From an optimization exercise on the open Yosys and OpenROAD flow, aimed at small area, a short achievable clock period and few clock cycles; shortcuts taken in it are not production practice. Only simulation tests tie the RTL to the original design; equivalence was not proved. No activity file was given, so power comes from the tool's default toggle rates.

## reuleaux
module reuleaux(input logic clk, input logic rst_n, input logic [2:0] colour,
                input logic [7:0] centre_x, input logic [6:0] centre_y, input logic [7:0] diameter,
                input logic start, output logic done,
                output logic [7:0] vga_x, output logic [6:0] vga_y,
                output logic [2:0] vga_colour, output logic vga_plot);
     function automatic logic [9:0] rca(input logic [9:0] a, input logic [9:0] b, input logic ci);
          logic c;
          c = ci;
          for (int i = 0; i < 10; i++) begin
               rca[i] = a[i] ^ b[i] ^ c;
               c = (a[i] & b[i]) | (a[i] & c) | (b[i] & c);
          end
     endfunction
     localparam logic [159:0] FA = {10'd593, 10'd555, 10'd518, 10'd476, 10'd439, 10'd396, 10'd359, 10'd317, 10'd280, 10'd238, 10'd200, 10'd158, 10'd121, 10'd79, 10'd42, 10'd0};
     localparam logic [95:0]  FB = {6'd36, 6'd34, 6'd32, 6'd26, 6'd24, 6'd22, 6'd21, 6'd19, 6'd17, 6'd15, 6'd9, 6'd7, 6'd5, 6'd4, 6'd2, 6'd0};
     function automatic logic [9:0] fa(input logic [3:0] h);
          fa = 10'(FA >> (10 * h));
     endfunction
     function automatic logic [5:0] fb(input logic [3:0] l);
          fb = 6'(FB >> (6 * l));
     endfunction
     logic [7:0] di2, cx1, cx3, cy3;
     logic [8:0] cx2;
  ...
For scale: ~49 I/O pins, about 0.0074 mm² of cells after synthesis.
clock: 10.0 ns
lec_check: 0
cap_margin: 20
core_margin: 2
core_utilization: 40
setup_slack_margin: 5
slew_margin: 20
run.sh (not shown) runs the stock make flow with config.mk's settings and CLKGATE_MAP_FILE= SYNTH_SCRIPT=/design/flow/synth_recipe.tcl, a recipe that flattens the netlist after the stock synthesis.
Testbench counts at the start, summed over its fixed seeds: cycles 66,569.
Edit:
Settings changed: ABC_AREA set to 1, CORE_UTILIZATION 40 to 65, SETUP_SLACK_MARGIN 5 to not set.
After rerunning:
- The changed run ran to the end with no violations
- power went down by 22%
- area after synthesis stays flat
- cell area went down by 9.2%
- setup slack got worse by 500 ps
- register-to-register slack got worse by 500 ps
- utilization went up by 25 points
- worst hold slack got worse by 19 ps
- sequential cell count stays the same
- critical path depth went up by 3
Edit:
Settings changed: CORE_UTILIZATION 65 to 40.
=> Power goes down by 2.7%. Flip-flop and latch count does not change. Setup slack improved by 100 ps. Sequential share of layout area decreases by 0.22 points. First-iteration DRC count shrinks by 36%. Non-clock buffer count went down by 1. Combinational power went down by 3.3%. Worst hold slack stays flat. Utilization falls by 29 points. Routed wire length fell by 2.8%.
Edit:
Settings changed: SETUP_SLACK_MARGIN set to 5.
Outcome: The new run ran to the end with no violations; routed wire length increases by 5.7%; worst hold slack is about the same; fmax increases by about 9%; die area does not change; total power increases by about 10%; final area increases by 8.5%; global-route usage increases by 0.40 points; clock skew increases by 4.0 ps.

---

Setup of raven:
Another version of the RTL of reuleaux (not shown whole).
Size: roughly 1,300 cells after synthesis, ~110 flip-flops, roughly 49 I/O pins.
Settings: LEC_CHECK=0, ABC_AREA=1, CAP_MARGIN=20, CORE_MARGIN=2, CORE_UTILIZATION=40, SLEW_MARGIN=20; clock period 10.0 ns.
standard.sh (not shown) runs the stock make flow with config.mk's settings and CLKGATE_MAP_FILE= SYNTH_SCRIPT=/design/flow/synth_recipe.tcl, a recipe that flattens the netlist after the stock synthesis.
==> flow/flow/run.sh <==
#!/bin/bash
# The standard layout (standard.sh: ORFS from synthesis to finish, unchanged), except that
# the buffer put on every input and output port is the plain sky130 buf_2 instead of the
# delay buffer (clkdlybuf4s50_1) that buffer_ports picks by default.
set -euo pipefail
export BUFFER_PORTS_ARGS="-buffer_cell sky130_fd_sc_hd__buf_2"
bash standard.sh > standard.log 2>&1
The final layout from raven, which completed every stage, passed the timing, DRC and antenna checks at the end of the flow.
Testbench counts of raven, summed over its fixed seeds: cycles 61,709.
Input-level comparison between delta and raven:
==> flow/flow/run.sh <==
#!/bin/bash
# The standard layout (standard.sh: ORFS synthesis to finish, unchanged), except that
# the buffer placed on every input and output port is the plain sky130 buf_1 rather than
# the delay buffer (clkdlybuf4s50_1) that buffer_ports picks by default.
set -euo pipefail
export BUFFER_PORTS_ARGS="-buffer_cell sky130_fd_sc_hd__buf_1"
bash standard.sh > standard.log 2>&1
[summary]
- Summary of delta over raven: slew of the pin with the lowest slew margin went down, number of vias in the routed layout went down.
- The estimated power of delta ends up lower than the estimate for raven.
What nickel does differently from delta at the input level:
==> flow/flow/run.sh <==
#!/bin/bash
# The standard layout (standard.sh: ORFS from synthesis to finish, unchanged), with the
# timing repair asked to leave 6.5 ns of setup slack (SETUP_SLACK_MARGIN) rather than none.
set -euo pipefail
export SETUP_SLACK_MARGIN=6.5
bash standard.sh > standard.log 2>&1
Notes after the runs:
nickel: fraction of area in clock buffers and inverters is 0.24 points lower than what delta reported.
STATUS half-perimeter wire length after placement: nickel wins against delta
Of nickel and delta, it is nickel that has the higher final design utilization.
For indigo, these inputs were changed with respect to nickel:
==> flow/run.sh (new file) <==
#!/bin/bash
# synth_recipe.tcl (not shown) runs the flow's synth.tcl, then flattens the netlist and writes it again
# the make line also repeats each setting of config.mk as NAME=value (left out here)
make -C /OpenROAD-flow-scripts/flow DESIGN_CONFIG=/design/flow/config.mk WORK_HOME=/design/flow/orfs CLKGATE_MAP_FILE= SYNTH_SCRIPT=/design/flow/synth_recipe.tcl finish
-- flow/config.mk --
<<< nickel, line 12
>>> indigo, line 12
export CTS_BUF_LIST = sky130_fd_sc_hd__clkbuf_8
removed: flow/flow/run.sh
removed: flow/standard.sh
--- outcome ---
indigo ended with less reported leakage power than nickel.
Side by side, final clock period utilization by the worst path turned out higher in indigo than in nickel.
Taking nickel as 1.0, indigo lands at 0.921 on area occupied by multi-input gates.
indigo ends up with a worst setup slack that is 0.25 ns lower than in nickel.

-- re-timing with driven ports --
In the flow no input, the clock included, has a driving cell. The finished layouts below were timed again as built, in two steps.
Step 1 (the two cells are an assumption about what drives the block):
set clk [get_ports {clk}]
set_driving_cell -lib_cell sky130_fd_sc_hd__clkbuf_16 $clk
set_driving_cell -lib_cell sky130_fd_sc_hd__buf_2 [delete_from_list [all_inputs] $clk]
Step 2 times the ports against the registers' clock, not the clock port: input delays grow and output delays shrink by t, the midpoint of the rising clock arrivals with the driver on.
Three values: no drivers, after step 1, after step 2; two values: the first two.
run | t (ns) | setup WS [ns] | hold WS [ns]
the first run of note 1 | 0.395 | 4.712 / 4.712 / 4.712 | 0.503 / 0.503 / 0.503
the second run of note 1 | 0.394 | 4.209 / 4.209 / 4.209 | 0.484 / 0.484 / 0.484
the third run of note 1 | 0.399 | 4.310 / 4.310 / 4.310 | 0.486 / 0.486 / 0.486
the fourth run of note 1 | 0.399 | 4.794 / 4.794 / 4.794 | 0.485 / 0.485 / 0.485
raven | 0.409 | 5.722 / 5.722 / 5.722 | 0.474 / 0.474 / 0.474
delta | 0.403 | 5.388 / 5.388 / 5.388 | 0.480 / 0.480 / 0.480
nickel | 0.412 | 6.000 / 5.959 / 5.959 | 0.475 / 0.475 / 0.475
indigo | 0.440 | 5.754 / 5.754 / 5.754 | 0.499 / 0.499 / 0.499
After both steps every run listed still meets setup and hold. The setup slack of nickel, which loses most, moves by -0.041 ns with the drivers and by -0.041 ns with both steps.
